Source: an optimization exercise on an open RTL-to-GDS flow (aim: small area). Production flows keep margins and buffers that such runs may drop.
At most, simulation tests tie the RTL to the original design; equivalence was not proved.
Power figures rest on the tool's default switching activity, not on a simulated workload.

Setup of old:
==> flow/design.v (excerpt) <==
module zigbee_rx_back (
  input  logic       clk_i,
  input  logic       resetn_i,
  input  logic [4:0] ibb_i,
  input  logic [4:0] qbb_i,
  input  logic       iq_valid_i,
  input  logic       psel_i,
  input  logic       penable_i,
  input  logic       pwrite_i,
  output logic [7:0] prdata_o,
  output logic       pslverr_o,
  output logic       bit_o,
  output logic       bit_en_o
);
  logic [4:0] cordic_phase;
  logic       cordic_take;
  logic       cdr_bit;
  logic       cdr_take;
  logic       cdr_valid;
  zigbee_cordic_top i_cordic (
    .reset_n(resetn_i), .clk(clk_i), .ibb(ibb_i), .qbb(qbb_i), .iValid(iq_valid_i),
    .wout(cordic_phase), .take_o(cordic_take));
  bit_recovery_CDR i_cdr (
    .clk(clk_i), .resetn(resetn_i), .phase_i(cordic_phase), .ph_take_i(cordic_take),
    .data_en_o(cdr_valid), .take_o(cdr_take), .data_w(cdr_bit));
  fifo_rx i_fifo_rx (
    .clk(clk_i), .reset_n(resetn_i), .en_cdr(cdr_valid), .take(cdr_take), .data_in(cdr_bit),
    .psel(psel_i), .pwrite(pwrite_i), .penable(penable_i),
    .pslverr(pslverr_o), .prdata(prdata_o), .bit_o(bit_o));
  assign bit_en_o = cdr_valid;
endmodule
For scale: roughly 1,100 cells after synthesis, about 570 flip-flops, about 27 I/O pins, ~0.015 mm² of cells after synthesis.
clock: 10.0 ns
lec_check: 0
abc_area: 1
cap_margin: 20
core_margin: 2
core_utilization: 75
place_density: 0.88
slew_margin: 20
standard.sh (not shown) runs the stock make flow with config.mk's settings and CLKGATE_MAP_FILE= SYNTH_SCRIPT=/design/flow/synth_recipe.tcl, a recipe that flattens the netlist after the stock synthesis.
==> flow/flow/run.sh <==
#!/bin/bash
# Layout flow: the standard flow (standard.sh) for every step, with these
# changes in how the layout is made:
#  - synthesis maps the logic with an area-oriented ABC script (abc_area.script
#    here, in place of ORFS's) and leaves adders to ABC (no ADDER_MAP_FILE);
#    the rest of synthesis is ORFS's, unchanged, so the registers are the
#    standard synthesis's;
#  - port buffers are sky130_fd_sc_hd__buf_1 (every port still gets one);
#  - clock tree synthesis leaves out dummy loads and uses clkbuf_8 buffers with
#    small sink clusters.
# Each step's full output goes to a log file in the work folder.
set -euo pipefail
WORK=$(pwd)
cp -r "$FLOW_HOME/scripts" "$WORK/scripts_own"
cp "$WORK/flow/abc_area.script" "$WORK/scripts_own/abc_area.script"
SCRIPTS_DIR="$WORK/scripts_own" ADDER_MAP_FILE= bash standard.sh synth > "$WORK/log_synth.txt" 2>&1
export BUFFER_PORTS_ARGS="-buffer_cell sky130_fd_sc_hd__buf_1"
export CTS_ARGS="-sink_clustering_enable -repair_clock_nets -dont_use_dummy_load -sink_clustering_size 16 -sink_clustering_max_diameter 70 -buf_list sky130_fd_sc_hd__clkbuf_8"
bash standard.sh finish > "$WORK/log_layout.txt" 2>&1
==> flow/flow/abc_area.script <==
strash
&get -n
&dch
&nf -R 1000
&put
strash
&get -n
&dch
&nf -R 1000
&put
topo
Modified inputs, new compared to old
-- flow/flow/run.sh --
<<< old, line 18
export CTS_ARGS="-sink_clustering_enable -repair_clock_nets -dont_use_dummy_load -sink_clustering_size 16 -sink_clustering_max_diameter 70 -buf_list sky130_fd_sc_hd__clkbuf_8"
>>> new, line 18
export CTS_ARGS="-sink_clustering_enable -repair_clock_nets -dont_use_dummy_load -sink_clustering_size 16 -sink_clustering_max_diameter 50 -buf_list sky130_fd_sc_hd__clkbuf_8"
Findings:
- Changes observed in new relative to old: final wirelength down 2.7%; biggest cell delay along the critical path picked up an extra 0.04 ns; global routing usage on met2 fell 1.3 points; core region area essentially unchanged.
- Layout overhead on the synthesized area essentially unchanged between new and old.
- Cmp new and old / clock group share of total power / higher: new
- Against old, new comes in about 10% lower on DRC marker count from the first detailed-route iteration.
- Reported for new and old, count of multi-input combinational gates turned out identical to the last digit.
- Aggregate global-route resource usage, new and old, lower one = new.

run A:
Another version of the RTL of zigbee_rx_back (not shown whole).
Size: ~1100 cells after synthesis, roughly 620 flip-flops, roughly 27 I/O pins.
clock: 10.0 ns
lec_check: 0
abc_area: 1
cap_margin: 20
core_margin: 2
core_utilization: 65
place_density: 0.75
slew_margin: 20
==> flow/flow/run.sh <==
#!/bin/bash
# Layout flow: the standard flow (standard.sh) for every step, with these
# changes in how the layout is made:
#  - synthesis maps the logic with an area-oriented ABC script (abc_area.script
#    here, in place of ORFS's) and leaves adders to ABC (no ADDER_MAP_FILE);
#    the rest of synthesis is ORFS's, unchanged, so the registers are the
#    standard synthesis's;
#  - port buffers are sky130_fd_sc_hd__buf_1 (every port still gets one);
#  - clock tree synthesis leaves out dummy loads and uses clkbuf_8 buffers with
#    small sink clusters.
# Each step's full output goes to a log file in the work folder.
set -euo pipefail
WORK=$(pwd)
cp -r "$FLOW_HOME/scripts" "$WORK/scripts_own"
cp "$WORK/flow/abc_area.script" "$WORK/scripts_own/abc_area.script"
SCRIPTS_DIR="$WORK/scripts_own" ADDER_MAP_FILE= bash standard.sh synth > "$WORK/log_synth.txt" 2>&1
export BUFFER_PORTS_ARGS="-buffer_cell sky130_fd_sc_hd__buf_1"
export CTS_ARGS="-sink_clustering_enable -repair_clock_nets -dont_use_dummy_load -sink_clustering_size 16 -sink_clustering_max_diameter 50 -buf_list sky130_fd_sc_hd__clkbuf_8"
bash standard.sh finish > "$WORK/log_layout.txt" 2>&1
==> flow/flow/abc_area.script <==
strash
dch
map -a
mfs2 -a
strash
&get -n
&dch
&nf -R 1000
&put
topo
Inputs modified between run A and run B:
Settings: swapping 65 for 75 in CORE_UTILIZATION; swapping 0.75 for 0.88 in PLACE_DENSITY.
[summary]
Compared with run A, in run B end-of-flow core utilization picked up an extra 10 points; worst hold slack after final layout went up 0.032 ns; reported clock group power neither gained nor lost much; cell count moved down; total met3 wirelength after detailed routing saw an increase. Run A -> run B: first-iteration DRC count increased by more than a quarter.
Input-level comparison between run C and run B:
diff --git a/flow/flow/run.sh b/flow/flow/run.sh
--- a/flow/flow/run.sh
+++ b/flow/flow/run.sh
@@ -16,4 +16,4 @@
 SCRIPTS_DIR="$WORK/scripts_own" ADDER_MAP_FILE= bash standard.sh synth > "$WORK/log_synth.txt" 2>&1
 export BUFFER_PORTS_ARGS="-buffer_cell sky130_fd_sc_hd__buf_1"
-export CTS_ARGS="-sink_clustering_enable -repair_clock_nets -dont_use_dummy_load -sink_clustering_size 16 -sink_clustering_max_diameter 50 -buf_list sky130_fd_sc_hd__clkbuf_8"
+export CTS_ARGS="-sink_clustering_enable -repair_clock_nets -dont_use_dummy_load -sink_clustering_size 18 -sink_clustering_max_diameter 30 -buf_list sky130_fd_sc_hd__clkbuf_8"
 bash standard.sh finish > "$WORK/log_layout.txt" 2>&1
### Flow results
Re count of clock-buffer cells in the layout: run B and run C aren't equal, and the lower value belongs to run B.
Reported for run B and run C, sequential cell area fraction in the yosys report turned out identical to the last digit.
Looking at global-route usage, run C sits 2.4 points above run B.
Run C vs run B: clock latency of the later-clocked register in the worst-skew pair up in run C
Row setup slack after layout: run C higher / run B lower
Modified inputs, run D compared to run C
Settings: changing PLACE_DENSITY from 0.88 to 0.75; changing CORE_UTILIZATION from 75 to 65.
diff --git a/flow/flow/run.sh b/flow/flow/run.sh
--- a/flow/flow/run.sh
+++ b/flow/flow/run.sh
@@ -16,4 +16,4 @@
 SCRIPTS_DIR="$WORK/scripts_own" ADDER_MAP_FILE= bash standard.sh synth > "$WORK/log_synth.txt" 2>&1
 export BUFFER_PORTS_ARGS="-buffer_cell sky130_fd_sc_hd__buf_1"
-export CTS_ARGS="-sink_clustering_enable -repair_clock_nets -dont_use_dummy_load -sink_clustering_size 18 -sink_clustering_max_diameter 30 -buf_list sky130_fd_sc_hd__clkbuf_8"
+export CTS_ARGS="-sink_clustering_enable -repair_clock_nets -dont_use_dummy_load -sink_clustering_size 10 -sink_clustering_max_diameter 30 -buf_list sky130_fd_sc_hd__clkbuf_4"
 bash standard.sh finish > "$WORK/log_layout.txt" 2>&1
--- outcome ---
Between run D and run C, it is run D whose share of power burned in the clock network is lower, by 3.8 points. Compared with run C, the detailed router inserted fewer vias in run D. Final area (run D over run C): decrease, 1.3%. Sequential portion of the cell area, run D and run C: larger value in run D. Compared run C against run D; buffering overhead within noise. [compare] base=run C new=run D: number of iterations in the first detailed-routing pass now sits lower, core box area now sits higher, maximum number of pins on one net before global-route repair now sits higher, final cycle utilization of the critical path now sits lower. Run C -> run D: power dissipated by switching net loads decreased by more than 10%.

== job 3278 ==
Another version of the RTL of zigbee_rx_back (not shown whole).
Size in the first run: roughly 600 flip-flops, about 19000 sq um of cells after synthesis.
==> flow/config.mk <==
export PLATFORM = sky130hd
export DESIGN_NAME = zigbee_rx_back
export DESIGN_NICKNAME = zigbee_rx_back
export VERILOG_FILES = /design/flow/design.v
export SDC_FILE = /design/flow/constraint.sdc
export NUM_CORES = 4
export LEC_CHECK = 0
export ABC_AREA = 1
export CAP_MARGIN = 20
export CORE_MARGIN = 2
export CORE_UTILIZATION = 40
export CTS_BUF_LIST = sky130_fd_sc_hd__clkbuf_8
export CTS_CLUSTER_DIAMETER = 60
export CTS_CLUSTER_SIZE = 20
export SLEW_MARGIN = 20
==> flow/constraint.sdc <==
create_clock -name core_clock -period 10.0 [get_ports {clk_i}]
set_input_delay 2.0000 -clock core_clock [delete_from_list [all_inputs] [get_ports {clk_i}]]
set_output_delay 2.0000 -clock core_clock [all_outputs]
set_load 0.01 [all_outputs]
run.sh (not shown) runs the stock make flow with config.mk's settings and CLKGATE_MAP_FILE= SYNTH_SCRIPT=/design/flow/synth_recipe.tcl, a recipe that flattens the netlist after the stock synthesis.
Stock flow here: none of the scripts above is used.
Job 3278 finished end to end and its layout was clean on timing, DRC and antenna.
Changes in job 4934 relative to job 3278:
- CTS_CLUSTER_DIAMETER: 60 -> unset
- CTS_CLUSTER_SIZE: 20 -> unset
- CTS_BUF_LIST: sky130_fd_sc_hd__clkbuf_8 -> sky130_fd_sc_hd__clkbuf_4 sky130_fd_sc_hd__clkbuf_8
Findings:
- In job 4934, fraction of area in registers is lower than in job 3278.
- Per the comparison of job 4934 with job 3278, final cell count picked up an extra 3.9%, wire length of the first global-routing pass picked up an extra 1600 um.
- Compared with job 3278, job 4934 shows a share of the clock period used by the worst path that is 0.44 points lower.
- Job 4934 packs its core more tightly than job 3278.
Edits applied to the flow inputs when going from job 4934 to job 993:
- removing CTS_BUF_LIST (formerly sky130_fd_sc_hd__clkbuf_4 sky130_fd_sc_hd__clkbuf_8)
Findings:
Of job 993 and job 4934, the run reporting the higher maximum frequency was job 4934.
Job 993 and job 4934 ended up with nearly the same design area.
Total met2 wirelength after detailed routing was higher in job 993 than in job 4934.
Cmp job 993 vs job 4934: power higher in job 993

## maple
RTL: one of the versions met above, not the one the previous note started from.
Size: roughly 570 flip-flops, about 0.015 sq mm of cells after synthesis.
Design zigbee_rx_back, start of the top module:
module zigbee_rx_back (
  input  logic       clk_i,
  input  logic       resetn_i,
  input  logic [4:0] ibb_i,
  input  logic [4:0] qbb_i,
  input  logic       iq_valid_i,
  input  logic       psel_i,
  input  logic       penable_i,
  input  logic       pwrite_i,
  output logic [7:0] prdata_o,
  output logic       pslverr_o,
  output logic       bit_o,
  output logic       bit_en_o
);
export LEC_CHECK = 0
export ABC_AREA = 1
export CAP_MARGIN = 20
export CORE_MARGIN = 2
export CORE_UTILIZATION = 75
export PLACE_DENSITY = 0.88
export SLEW_MARGIN = 20
create_clock -name core_clock -period 10.0 [get_ports {clk_i}]
standard.sh (not shown) runs the stock make flow with config.mk's settings and CLKGATE_MAP_FILE= SYNTH_SCRIPT=/design/flow/synth_recipe.tcl, a recipe that flattens the netlist after the stock synthesis.
==> flow/flow/run.sh <==
#!/bin/bash
# Layout flow: the standard flow (standard.sh) for every step, with these
# changes in how the layout is made:
#  - synthesis maps the logic with an area-oriented ABC script (abc_area.script
#    here, in place of ORFS's) and leaves adders to ABC (no ADDER_MAP_FILE);
#    the rest of synthesis is ORFS's, unchanged, so the registers are the
#    standard synthesis's;
#  - port buffers are sky130_fd_sc_hd__buf_1 (every port still gets one);
#  - clock tree synthesis leaves out dummy loads and uses clkbuf_8 buffers with
#    small sink clusters.
# Each step's full output goes to a log file in the work folder.
set -euo pipefail
WORK=$(pwd)
cp -r "$FLOW_HOME/scripts" "$WORK/scripts_own"
cp "$WORK/flow/abc_area.script" "$WORK/scripts_own/abc_area.script"
SCRIPTS_DIR="$WORK/scripts_own" ADDER_MAP_FILE= bash standard.sh synth > "$WORK/log_synth.txt" 2>&1
export BUFFER_PORTS_ARGS="-buffer_cell sky130_fd_sc_hd__buf_1"
export CTS_ARGS="-sink_clustering_enable -repair_clock_nets -dont_use_dummy_load -sink_clustering_size 18 -sink_clustering_max_diameter 40 -buf_list sky130_fd_sc_hd__clkbuf_8"
bash standard.sh finish > "$WORK/log_layout.txt" 2>&1
==> flow/flow/abc_area.script <==
strash
&get -n
&dch
&nf -R 1000
&put
strash
&get -n
&dch
&nf -R 1000
&put
topo
maple closes out successfully: all stages finished, all timing, DRC and antenna checks passed.
The following lists how garnet was set up differently from maple:
Settings: PLACE_DENSITY now 0.92, was 0.88; CORE_UTILIZATION now 85, was 75.
--- a/flow/flow/run.sh
+++ b/flow/flow/run.sh
@@ -17,3 +17,3 @@
 export BUFFER_PORTS_ARGS="-buffer_cell sky130_fd_sc_hd__buf_1"
-export CTS_ARGS="-sink_clustering_enable -repair_clock_nets -dont_use_dummy_load -sink_clustering_size 18 -sink_clustering_max_diameter 40 -buf_list sky130_fd_sc_hd__clkbuf_8"
+export CTS_ARGS="-sink_clustering_enable -repair_clock_nets -dont_use_dummy_load -sink_clustering_size 16 -sink_clustering_max_diameter 50 -buf_list sky130_fd_sc_hd__clkbuf_8"
 bash standard.sh finish > "$WORK/log_layout.txt" 2>&1
Global-route usage: garnet higher than maple
[garnet] global-route track usage on met1 rose 10 points relative to maple
Looking at the reports, garnet completed the entire flow and the layout it produced met the timing, design-rule and antenna checks.
Count of cell instances traversed by the critical path: garnet vs maple up 1
## Diff of input files: pepper against garnet
Settings: CORE_UTILIZATION now 75, was 85; PLACE_DENSITY now 0.88, was 0.92.
--- a/flow/flow/run.sh
+++ b/flow/flow/run.sh
@@ -17,3 +17,3 @@
 export BUFFER_PORTS_ARGS="-buffer_cell sky130_fd_sc_hd__buf_1"
-export CTS_ARGS="-sink_clustering_enable -repair_clock_nets -dont_use_dummy_load -sink_clustering_size 16 -sink_clustering_max_diameter 50 -buf_list sky130_fd_sc_hd__clkbuf_8"
+export CTS_ARGS="-sink_clustering_enable -repair_clock_nets -dont_use_dummy_load -sink_clustering_size 14 -sink_clustering_max_diameter 60 -buf_list sky130_fd_sc_hd__clkbuf_8"
 bash standard.sh finish > "$WORK/log_layout.txt" 2>&1
--- outcome ---
The setup slack of pepper is larger than that of garnet.
Of pepper and garnet, it is pepper that has the lower total number of cells along the worst setup path.
Summary of pepper over garnet: leakage power total went up by about 0.7%; TritonCTS buffer count increased by 6 relative to the old numbers; shortest period the worst path allows shrank by 680 ps; maximum achievable frequency increased by 9.8% relative to the old numbers; routed wire length shows a reduction of 19%.
pepper | status: complete | timing, DRC, antenna: pass
Compared with garnet, pepper shows clock tree buffer count of the final layout that has gone up by more than 10%.
Post-route standard cell area excluding fillers: pepper worse than garnet

Another version of the RTL of zigbee_rx_back (not shown whole).
Size: about 620 flip-flops, roughly 0.016 sq mm of cells after synthesis.
clock: 10.0 ns
lec_check: 0
abc_area: 1
cap_margin: 20
core_margin: 2
core_utilization: 65
place_density: 0.75
slew_margin: 20
==> flow/flow/run.sh <==
#!/bin/bash
# Layout flow: the standard flow (standard.sh) for every step, with these
# changes in how the layout is made:
#  - synthesis maps the logic with an area-oriented ABC script (abc_area.script
#    here, in place of ORFS's) and leaves adders to ABC (no ADDER_MAP_FILE);
#    the rest of synthesis is ORFS's, unchanged, so the registers are the
#    standard synthesis's;
#  - port buffers are sky130_fd_sc_hd__buf_1 (every port still gets one);
#  - clock tree synthesis leaves out dummy loads and uses clkbuf_8 buffers with
#    small sink clusters.
# Each step's full output goes to a log file in the work folder.
set -euo pipefail
WORK=$(pwd)
cp -r "$FLOW_HOME/scripts" "$WORK/scripts_own"
cp "$WORK/flow/abc_area.script" "$WORK/scripts_own/abc_area.script"
SCRIPTS_DIR="$WORK/scripts_own" ADDER_MAP_FILE= bash standard.sh synth > "$WORK/log_synth.txt" 2>&1
export BUFFER_PORTS_ARGS="-buffer_cell sky130_fd_sc_hd__buf_1"
export CTS_ARGS="-sink_clustering_enable -repair_clock_nets -dont_use_dummy_load -sink_clustering_size 12 -sink_clustering_max_diameter 40 -buf_list {sky130_fd_sc_hd__clkbuf_4 sky130_fd_sc_hd__clkbuf_8}"
bash standard.sh finish > "$WORK/log_layout.txt" 2>&1
==> flow/flow/abc_area.script <==
strash
dch
map -a
mfs2 -a
strash
&get -n
&dch
&nf -R 1000
&put
topo
Then changed:
--- a/flow/flow/run.sh
+++ b/flow/flow/run.sh
@@ -16,4 +16,4 @@
 SCRIPTS_DIR="$WORK/scripts_own" ADDER_MAP_FILE= bash standard.sh synth > "$WORK/log_synth.txt" 2>&1
 export BUFFER_PORTS_ARGS="-buffer_cell sky130_fd_sc_hd__buf_1"
-export CTS_ARGS="-sink_clustering_enable -repair_clock_nets -dont_use_dummy_load -sink_clustering_size 12 -sink_clustering_max_diameter 40 -buf_list {sky130_fd_sc_hd__clkbuf_4 sky130_fd_sc_hd__clkbuf_8}"
+export CTS_ARGS="-sink_clustering_enable -repair_clock_nets -dont_use_dummy_load -sink_clustering_size 24 -sink_clustering_max_diameter 40 -buf_list sky130_fd_sc_hd__clkbuf_8"
 bash standard.sh finish > "$WORK/log_layout.txt" 2>&1
Global-route usage goes down by 0.59 points.
Die area stays the same.
Non-clock buffer count stays the same.
Fmax goes up by 1.0%.
Function was not checked in any run of this note: the RTL went through the layout flow alone.

==> separate check: timing with driven ports <==
How much do the figures lean on ideal ports? The routed layouts below were timed once more, with nothing changed but the port constraints.
Step 1 (the two cells are an assumption about what drives the block):
set clk [get_ports {clk_i}]
set_driving_cell -lib_cell sky130_fd_sc_hd__clkbuf_16 $clk
set_driving_cell -lib_cell sky130_fd_sc_hd__buf_2 [delete_from_list [all_inputs] $clk]
Step 2 adds t to the input delays and takes it off the output delays; t is the mean of the earliest and latest rising clock arrival at the registers after step 1. Input paths then give back, and output paths get back, about the clock's delay inside the block.
Slacks: no drivers / after step 1 / after step 2; pairs: no drivers / after step 1.
| run | t (ns) | slack for setup (ns) | worst setup path after step 2 | slew at the worst register clock pin (ns) | pins driven straight from the clock port |
|---|---|---|---|---|---|
| old | 0.593 | 3.025 / 3.042 / 2.449 | input to register | 0.12 / 0.12 | 1 |
| new | 0.585 | 3.170 / 3.185 / 2.600 | input to register | 0.10 / 0.10 | 1 |
| run A | 0.593 | 4.272 / 4.299 / 3.706 | input to register | 0.09 / 0.09 | 1 |
| run B | 0.601 | 3.337 / 3.360 / 2.758 | input to register | 0.10 / 0.10 | 1 |
| run C | 0.609 | 3.389 / 3.410 / 2.801 | input to register | 0.10 / 0.10 | 1 |
| run D | 0.725 | 4.352 / 4.379 / 3.654 | input to register | 0.11 / 0.11 | 1 |
| job 3278 | 0.672 | 3.213 / 3.241 / 2.569 | input to register | 0.12 / 0.12 | 1 |
| job 4934 | 0.710 | 3.258 / 3.282 / 2.573 | input to register | 0.07 / 0.07 | 1 |
| job 993 | 0.645 | 3.162 / 3.194 / 2.548 | input to register | 0.07 / 0.07 | 1 |
| maple | 0.587 | 3.006 / 3.020 / 2.434 | input to register | 0.10 / 0.10 | 1 |
| garnet | 0.605 | 2.407 / 2.431 / 1.826 | input to register | 0.10 / 0.10 | 1 |
| pepper | 0.597 | 3.085 / 3.104 / 2.507 | input to register | 0.09 / 0.09 | 1 |
| the first run of note 5 | 0.615 | 4.401 / 4.419 / 3.804 | input to register | 0.08 / 0.08 | 1 |
| the second run of note 5 | 0.596 | 4.459 / 4.478 / 3.883 | input to register | 0.12 / 0.12 | 1 |
After both steps every run listed still meets setup and hold. For run D, which loses most, drivers alone change the setup slack by +0.027 ns; drivers and shift together by -0.698 ns.
